This design comes from an exercise in tuning for small area, a short achievable clock period and few clock cycles per item on the open sky130 flow, not from production work. Only simulation tests tie the RTL to the original design; equivalence was not proved.

alpha:
==> flow/design.v (excerpt) <==
module bitcoin_hash(input logic        clk, reset_n, start,
                    input logic [15:0] message_addr, output_addr,
                   output logic        done, mem_we,
                   output logic [15:0] mem_addr,
                   output logic [31:0] mem_write_data,
                    input logic [31:0] mem_read_data);
==> flow/config.mk <==
export PLATFORM = sky130hd
export DESIGN_NAME = bitcoin_hash
export DESIGN_NICKNAME = bitcoin_hash
export VERILOG_FILES = /design/flow/design.v
export SDC_FILE = /design/flow/constraint.sdc
export NUM_CORES = 8
export LEC_CHECK = 0
export ABC_AREA = 1
export CAP_MARGIN = 20
export CORE_MARGIN = 2
export CORE_UTILIZATION = 40
export CTS_CLUSTER_DIAMETER = 80
export CTS_CLUSTER_SIZE = 28
export PLACE_DENSITY = 0.8
export SETUP_SLACK_MARGIN = 5
export SLEW_MARGIN = 20
==> flow/constraint.sdc <==
create_clock -name core_clock -period 10.0 [get_ports {clk}]
set_input_delay 2.0000 -clock core_clock [delete_from_list [all_inputs] [get_ports {clk}]]
set_output_delay 2.0000 -clock core_clock [all_outputs]
set_load 0.01 [all_outputs]
standard.sh (not shown) runs the stock make flow with config.mk's settings and CLKGATE_MAP_FILE= SYNTH_SCRIPT=/design/flow/synth_recipe.tcl, a recipe that flattens the netlist after the stock synthesis.
==> flow/flow/run.sh <==
#!/bin/bash
# Layout with the standard flow (standard.sh), with these changes:
#  - synthesis skips the full-adder extraction (ADDER_MAP_FILE empty), so the
#    carry-save adders of the SHA-256 round map to faster XOR/majority logic;
#    synthesis script, passes, flattening and renaming are otherwise standard;
#  - optionally, ports are buffered with buf_2 cells.
set -euo pipefail
EXTRA="ADDER_MAP_FILE= SETUP_SLACK_MARGIN=6.5 'BUFFER_PORTS_ARGS=-buffer_cell sky130_fd_sc_hd__buf_2'"
sed "s|\"\${@:-finish}\"|$EXTRA \"\${@:-finish}\"|" standard.sh > standard_own.sh
grep -q 'SETUP_SLACK_MARGIN=6.5' standard_own.sh
bash standard_own.sh synth > synth.log 2>&1
bash standard_own.sh finish > layout.log 2>&1
Testbench counts of alpha, summed over its fixed seeds: cycles 90,320, hashes 640.
diff inputs: alpha => beta
Settings: a change of CTS_CLUSTER_DIAMETER from 80 to 100; a change of CTS_CLUSTER_SIZE from 28 to 20; a change of CORE_UTILIZATION from 40 to 50.
- The setup slack of beta is smaller than that of alpha.
- Delta (beta minus alpha): remaining max-slew budget at the tightest pin has decreased; die area now smaller.
### beta -> gamma
Settings: CORE_UTILIZATION now 40, was 50.
[summary]
gamma vs beta — core footprint climbed by more than a quarter
The final instance area was comparable across beta and gamma.
| clock transition at the registers of the reported paths | beta vs gamma | ≈ equal |
gamma reports its worst setup path endpoint as e[19]$_DFF_P_ while beta reports kr[13]$_SDFF_PP0_.
Comparing beta and gamma, hold slack is higher on beta.

---

Setup of wip/sierra:
Another version of the RTL of bitcoin_hash (not shown whole).
Size: ~7600 cells after synthesis.
Design bitcoin_hash, start of the top module:
module bitcoin_hash(input logic        clk, reset_n, start,
                    input logic [15:0] message_addr, output_addr,
                   output logic        done, mem_we,
                   output logic [15:0] mem_addr,
                   output logic [31:0] mem_write_data,
                    input logic [31:0] mem_read_data);
clock: 10.0 ns
lec_check: 0
abc_area: 1
cap_margin: 10
core_margin: 2
core_utilization: 50
cts_cluster_diameter: 100
cts_cluster_size: 20
setup_slack_margin: 5
slew_margin: 10
Scripts as last shown in full above: flow/flow/run.sh
Having completed the whole flow, wip/sierra delivered a layout that passed the timing, design-rule and antenna checks.
Testbench counts of wip/sierra, summed over its fixed seeds: cycles 90,360, hashes 640.
[inputs] wip/tundra vs wip/sierra
Settings: CORE_UTILIZATION changed from 50 to 40; SLEW_MARGIN changed from 10 to 20; CAP_MARGIN changed from 10 to 20.
### Flow results
Diff wip/sierra -> wip/tundra: worst setup slack shows an increase of 0.040 ns; combined global-route utilization of all metal layers went down 6.6 points.
Higher first-pass GRT wire length was reported by wip/tundra, not wip/sierra.
On vias per cell: between wip/tundra and wip/sierra, it ends up higher for wip/sierra.
Status: wire length parity (wip/sierra, wip/tundra)
Setup changes, wip/tundra to wip/harbor
Settings: swapping 40 for 50 in CORE_UTILIZATION.
==> flow/flow/run.sh <==
#!/bin/bash
# Layout with the standard flow (standard.sh), with these changes:
#  - synthesis skips the full-adder extraction (ADDER_MAP_FILE empty) and maps
#    with the ABC script flow/abc_map.script (through a copy of the ORFS
#    scripts folder); synthesis passes, flattening and renaming are otherwise
#    the standard ones;
#  - ports are buffered with buf_2 cells.
set -euo pipefail
rm -rf orfs_scripts
cp -r "$FLOW_HOME/scripts" orfs_scripts
cp flow/abc_map.script orfs_scripts/abc_area.script
EXTRA="ADDER_MAP_FILE= SETUP_SLACK_MARGIN=6.4 'BUFFER_PORTS_ARGS=-buffer_cell sky130_fd_sc_hd__buf_2'"
sed "s|\"\${@:-finish}\"|$EXTRA \"\${@:-finish}\"|" standard.sh > standard_own.sh
sed "s|\"\${@:-finish}\"|SCRIPTS_DIR=$PWD/orfs_scripts $EXTRA \"\${@:-finish}\"|" standard.sh > standard_synth.sh
grep -q 'SETUP_SLACK_MARGIN=6.4' standard_own.sh
grep -q 'SCRIPTS_DIR=' standard_synth.sh
bash standard_synth.sh synth > synth.log 2>&1
bash standard_own.sh finish > layout.log 2>&1
==> flow/flow/abc_map.script (new file) <==
strash; dch; amap; topo; stime -c; buffer -c; upsize -c; dnsize -c
Findings:
Compared with wip/tundra, final-layout fill cell count in wip/harbor decreased by more than a quarter.
Summed area of non-filler cells in the final layout delta (wip/harbor − wip/tundra): favourable
Met2 layer wire length in the routed design, wip/tundra and wip/harbor: smaller value in wip/harbor
Non-clock buffer count (wip/tundra / wip/harbor): 0.45
Die area in wip/harbor is about 30% lower than in wip/tundra
> inputs changed (wip/harbor -> wip/umber)
==> flow/flow/run.sh <==
#!/bin/bash
# Layout with the standard flow (standard.sh), with these changes:
#  - synthesis skips the full-adder extraction (ADDER_MAP_FILE empty), so the
#    carry-save adders of the SHA-256 round map to faster XOR/majority logic;
#    synthesis script, passes, flattening and renaming are otherwise standard;
#  - optionally, ports are buffered with buf_2 cells.
set -euo pipefail
EXTRA="ADDER_MAP_FILE= SETUP_SLACK_MARGIN=6.5 'BUFFER_PORTS_ARGS=-buffer_cell sky130_fd_sc_hd__buf_2'"
sed "s|\"\${@:-finish}\"|$EXTRA \"\${@:-finish}\"|" standard.sh > standard_own.sh
grep -q 'SETUP_SLACK_MARGIN=6.5' standard_own.sh
bash standard_own.sh synth > synth.log 2>&1
bash standard_own.sh finish > layout.log 2>&1
removed: flow/flow/abc_map.script
### Flow results
[wip/umber] via count rose about 3% relative to wip/harbor
Delta(total non-filler cell area in the finished layout, wip/umber - wip/harbor) > 0
Lower area added between synthesis and finish was reported by wip/umber, not wip/harbor.
Summary: with wip/harbor as the reference, routed wire length in wip/umber moved up slightly.

---

Setup of job 644:
bitcoin_hash, a different RTL version from the one above (not shown whole).
Settings: LEC_CHECK=0, ABC_AREA=1, CAP_MARGIN=20, CORE_MARGIN=2, CORE_UTILIZATION=50, CTS_CLUSTER_DIAMETER=70, CTS_CLUSTER_SIZE=25, SETUP_SLACK_MARGIN=5, SLEW_MARGIN=20; clock period 10.0 ns.
==> flow/flow/run.sh <==
#!/bin/bash
set -euo pipefail
sed 's/"\${@:-finish}"/ADDER_MAP_FILE= "${@:-finish}"/' standard.sh > standard_nofa.sh
sed 's/"\${@:-finish}"/ADDER_MAP_FILE= SETUP_SLACK_MARGIN=6.4 "${@:-finish}"/' standard.sh > standard_margin.sh
grep -q 'ADDER_MAP_FILE= ' standard_nofa.sh
grep -q 'SETUP_SLACK_MARGIN=6.4 ' standard_margin.sh
bash standard_nofa.sh synth > synth.log 2>&1
bash standard_margin.sh finish > layout.log 2>&1
Job 644 | status: complete | timing, DRC, antenna: pass
Testbench counts of job 644, summed over its fixed seeds: cycles 93,080, hashes 640.
Inputs modified between job 644 and job 4255:
- CTS_CLUSTER_DIAMETER changed from 70 to 100
- CTS_CLUSTER_SIZE changed from 25 to 20
==> flow/flow/run.sh <==
#!/bin/bash
# Layout with the standard flow (standard.sh), with these changes:
#  - synthesis skips the full-adder extraction (ADDER_MAP_FILE empty), so the
#    carry-save adders of the SHA-256 round map to faster XOR/majority logic;
#    synthesis script, passes, flattening and renaming are otherwise standard;
#  - ports are buffered with buf_2 cells.
set -euo pipefail
EXTRA="ADDER_MAP_FILE= SETUP_SLACK_MARGIN=6.6 'BUFFER_PORTS_ARGS=-buffer_cell sky130_fd_sc_hd__buf_2'"
sed "s|\"\${@:-finish}\"|$EXTRA \"\${@:-finish}\"|" standard.sh > standard_own.sh
grep -q 'SETUP_SLACK_MARGIN=6.6' standard_own.sh
bash standard_own.sh synth > synth.log 2>&1
bash standard_own.sh finish > layout.log 2>&1
Notes after the runs:
Per the final summary, job 4255 finished and its layout is clean on timing, DRC and antenna. Pre-CTS setup slack: lower on job 644. Of job 4255 and job 644, it is job 4255 that has the lower sequential share of layout area. From job 644 to job 4255, quantity of I/O buffers inserted on ports did not move at all.
Modified inputs, job 754 compared to job 4255
-- flow/flow/run.sh --
<<< job 4255, line 6
#  - ports are buffered with buf_2 cells.
>>> job 754, line 6
#  - optionally, ports are buffered with buf_2 cells.
<<< job 4255, line 8
EXTRA="ADDER_MAP_FILE= SETUP_SLACK_MARGIN=6.6 'BUFFER_PORTS_ARGS=-buffer_cell sky130_fd_sc_hd__buf_2'"
>>> job 754, line 8
EXTRA="ADDER_MAP_FILE= SETUP_SLACK_MARGIN=6.4 'BUFFER_PORTS_ARGS=-buffer_cell sky130_fd_sc_hd__buf_2'"
<<< job 4255, line 10
grep -q 'SETUP_SLACK_MARGIN=6.6' standard_own.sh
>>> job 754, line 10
grep -q 'SETUP_SLACK_MARGIN=6.4' standard_own.sh
==> results.txt <==
Utilization job 4255 -> job 754: down
The lower via count came out of job 754.
In job 754 the portion of the clock cycle consumed by the worst path in the final layout turned out 1.4 points higher than in job 4255.
For the clock skew, job 754 came in 3.5 ps higher than job 4255 did.
The maximum clock frequency in job 754 sits 11 MHz below the value recorded for job 4255.
Clock network contribution to total cell area came out higher on job 754 than on job 4255.
Shortest period the worst path allows deteriorates in job 754 relative to job 4255.
Diff job 4255 -> job 754: critical path depth picked up an extra 1, final worst hold slack closely matched the old numbers.
Row length in cells of the worst reg-to-reg path: job 754 higher / job 4255 lower

---

bitcoin_hash, a different RTL version from the one above (not shown whole).
For scale: ~7500 cells after synthesis, ~1100 flip-flops, roughly 120 I/O pins, ~52000 sq um of cells after synthesis.
==> flow/config.mk <==
export PLATFORM = sky130hd
export DESIGN_NAME = bitcoin_hash
export DESIGN_NICKNAME = bitcoin_hash
export VERILOG_FILES = /design/flow/design.v
export SDC_FILE = /design/flow/constraint.sdc
export NUM_CORES = 8
export LEC_CHECK = 0
export ABC_AREA = 1
export CAP_MARGIN = 20
export CORE_MARGIN = 2
export CORE_UTILIZATION = 40
export CTS_CLUSTER_DIAMETER = 100
export CTS_CLUSTER_SIZE = 20
export PLACE_DENSITY = 0.7
export SETUP_SLACK_MARGIN = 5
export SLEW_MARGIN = 20
==> flow/constraint.sdc <==
create_clock -name core_clock -period 10.0 [get_ports {clk}]
set_input_delay 2.0000 -clock core_clock [delete_from_list [all_inputs] [get_ports {clk}]]
set_output_delay 2.0000 -clock core_clock [all_outputs]
set_load 0.01 [all_outputs]
==> flow/flow/run.sh <==
#!/bin/bash
# Layout with the standard flow (standard.sh), with these changes:
#  - synthesis skips the full-adder extraction (ADDER_MAP_FILE empty), so the
#    carry-save adders of the SHA-256 round map to faster XOR/majority logic;
#    synthesis script, passes, flattening and renaming are otherwise standard;
#  - optionally, ports are buffered with buf_2 cells.
set -euo pipefail
EXTRA="ADDER_MAP_FILE= SETUP_SLACK_MARGIN=6.5 'BUFFER_PORTS_ARGS=-buffer_cell sky130_fd_sc_hd__buf_2'"
sed "s|\"\${@:-finish}\"|$EXTRA \"\${@:-finish}\"|" standard.sh > standard_own.sh
grep -q 'SETUP_SLACK_MARGIN=6.5' standard_own.sh
bash standard_own.sh synth > synth.log 2>&1
bash standard_own.sh finish > layout.log 2>&1
Testbench counts at the start, summed over its fixed seeds: cycles 90,360, hashes 640.
Next try:
CORE_UTILIZATION = 45   (was 40)
PLACE_DENSITY = 0.8   (was 0.7)
Outcome: Maximum frequency goes up by 0.35%; synthesized area does not change; die area went down by 11%; setup slack is better by 0.012 ns; cell area shrinks by 1.0%; count of clock-buffer cells in the layout does not change; global-route usage is higher by 3.2 points; non-clock buffer count went down by 6.
Next try:
--- a/flow/flow/run.sh
+++ b/flow/flow/run.sh
@@ -7,3 +7,3 @@
 set -euo pipefail
-EXTRA="ADDER_MAP_FILE= SETUP_SLACK_MARGIN=6.5 'BUFFER_PORTS_ARGS=-buffer_cell sky130_fd_sc_hd__buf_2'"
+EXTRA="ADDER_MAP_FILE= SETUP_SLACK_MARGIN=6.5 SETUP_MOVE_SEQUENCE=unbuffer,sizeup,swap 'BUFFER_PORTS_ARGS=-buffer_cell sky130_fd_sc_hd__buf_2'"
 sed "s|\"\${@:-finish}\"|$EXTRA \"\${@:-finish}\"|" standard.sh > standard_own.sh
CORE_UTILIZATION = 40   (was 45)
PLACE_DENSITY = 0.7   (was 0.8)
After rerunning:
- The changed run produced a clean layout
- hold slack degrades by 0.018 ns
- final area goes down slightly
- non-clock buffer count goes down by 145
- cell count goes up slightly
- global-route usage goes down by 3.5 points
- maximum frequency goes down by a few percent
- setup slack degrades by 0.18 ns
- sequential share of layout area goes up by 0.43 points
Next try:
--- a/flow/flow/run.sh
+++ b/flow/flow/run.sh
@@ -7,3 +7,3 @@
 set -euo pipefail
-EXTRA="ADDER_MAP_FILE= SETUP_SLACK_MARGIN=6.5 SETUP_MOVE_SEQUENCE=unbuffer,sizeup,swap 'BUFFER_PORTS_ARGS=-buffer_cell sky130_fd_sc_hd__buf_2'"
+EXTRA="ADDER_MAP_FILE= SETUP_SLACK_MARGIN=6.5 'BUFFER_PORTS_ARGS=-buffer_cell sky130_fd_sc_hd__buf_2'"
 sed "s|\"\${@:-finish}\"|$EXTRA \"\${@:-finish}\"|" standard.sh > standard_own.sh
CORE_UTILIZATION = 45   (was 40)
PLACE_DENSITY = not set   (was 0.7)
=>
- The changed run finished clean
- sequential share of layout area went down by 1.4 points
- global-route usage rises by 4.6 points
- first-iteration DRC count came out lower by 12%
- worst setup slack improved by 0.17 ns
- via count grows by 0.51%
- core utilization increases by 8.1 points
- wire length went up by 6.4%
- sequential cell count stays the same
- synthesized cell count is unchanged
- hold slack improves by 0.024 ns

---

bitcoin_hash, a different RTL version from the one above (not shown whole).
Size: roughly 1,100 flip-flops, about 120 I/O pins, about 0.053 mm² of cells after synthesis.
clock: 10.0 ns
lec_check: 0
abc_area: 1
cap_margin: 20
core_margin: 2
core_utilization: 45
cts_cluster_diameter: 100
cts_cluster_size: 20
setup_slack_margin: 5
slew_margin: 20
==> flow/flow/run.sh <==
#!/bin/bash
# Layout with the standard flow (standard.sh), with these changes:
#  - synthesis skips the full-adder extraction (ADDER_MAP_FILE empty), so the
#    carry-save adders of the SHA-256 round map to faster XOR/majority logic;
#    synthesis script, passes, flattening and renaming are otherwise standard;
#  - optionally, ports are buffered with buf_2 cells.
set -euo pipefail
EXTRA="ADDER_MAP_FILE= SETUP_SLACK_MARGIN=6.5 'BUFFER_PORTS_ARGS=-buffer_cell sky130_fd_sc_hd__buf_2'"
sed "s|\"\${@:-finish}\"|$EXTRA \"\${@:-finish}\"|" standard.sh > standard_own.sh
grep -q 'SETUP_SLACK_MARGIN=6.5' standard_own.sh
bash standard_own.sh synth > synth.log 2>&1
bash standard_own.sh finish > layout.log 2>&1
Testbench counts at the start, summed over its fixed seeds: cycles 90,360, hashes 640.
Change:
Settings changed: CORE_UTILIZATION 45 to 35.
The new run went through all stages and came out clean.
Die area rises by about 28%.
Register-to-register slack got worse by 0.03 ns.
Count of clock-buffer cells in the layout rises by 3.
Cell area rises by about 1%.
Sequential share of layout area falls by 0.41 points.
Final cell count rises by about 5.3%.
Global-route usage falls by 6.8 points.

[re-timing with driven ports]
How much do the figures lean on ideal ports? The routed layouts below were timed once more, with nothing changed but the port constraints.
Step 1, drivers: a clkbuf_16 drives clk and a buf_2 each remaining input, both assumed.
Step 2 moves the port delays by t, midway between the first and last clock arrival at a register: inputs arrive t later, outputs are due t later. That takes back most of the time a late clock gives input paths.
a / b / c = ideal ports / drivers / drivers and shift; a / b = the first two.
run | t (ns) | setup WS [ns] | latest minus earliest clock arrival (ns) | cell pins on the clock port's net
alpha | 0.758 | 6.561 / 6.540 / 6.473 | 0.058 / 0.058 | 1
beta | 0.732 | 6.511 / 6.511 / 6.456 | 0.043 / 0.043 | 1
gamma | 0.752 | 6.512 / 6.512 / 6.512 | 0.047 / 0.047 | 1
wip/sierra | 0.746 | 6.480 / 6.480 / 6.480 | 0.046 / 0.045 | 1
wip/tundra | 0.784 | 6.520 / 6.440 / 6.556 | 0.050 / 0.051 | 1
wip/harbor | 0.742 | 4.473 / 4.473 / 4.473 | 0.061 / 0.061 | 1
wip/umber | 0.748 | 6.464 / 6.464 / 6.464 | 0.045 / 0.045 | 1
job 644 | 0.737 | 6.367 / 6.367 / 6.180 | 0.032 / 0.032 | 1
job 4255 | 0.732 | 6.459 / 6.459 / 6.459 | 0.028 / 0.028 | 1
job 754 | 0.732 | 6.318 / 6.318 / 6.318 | 0.032 / 0.031 | 1
the first run of note 4 | 0.793 | 6.544 / 6.467 / 6.551 | 0.058 / 0.058 | 1
the second run of note 4 | 0.760 | 6.556 / 6.499 / 6.556 | 0.041 / 0.041 | 1
the third run of note 4 | 0.801 | 6.375 / 6.293 / 6.386 | 0.053 / 0.053 | 1
the fourth run of note 4 | 0.763 | 6.542 / 6.463 / 6.542 | 0.042 / 0.042 | 1
the first run of note 5 | 0.756 | 6.556 / 6.477 / 6.558 | 0.028 / 0.028 | 1
the second run of note 5 | 0.780 | 6.527 / 6.491 / 6.527 | 0.048 / 0.048 | 1
After both steps setup and hold are still met in every run listed. For job 644, which loses most, drivers alone change the setup slack by 0.000 ns; drivers and shift together by -0.187 ns.
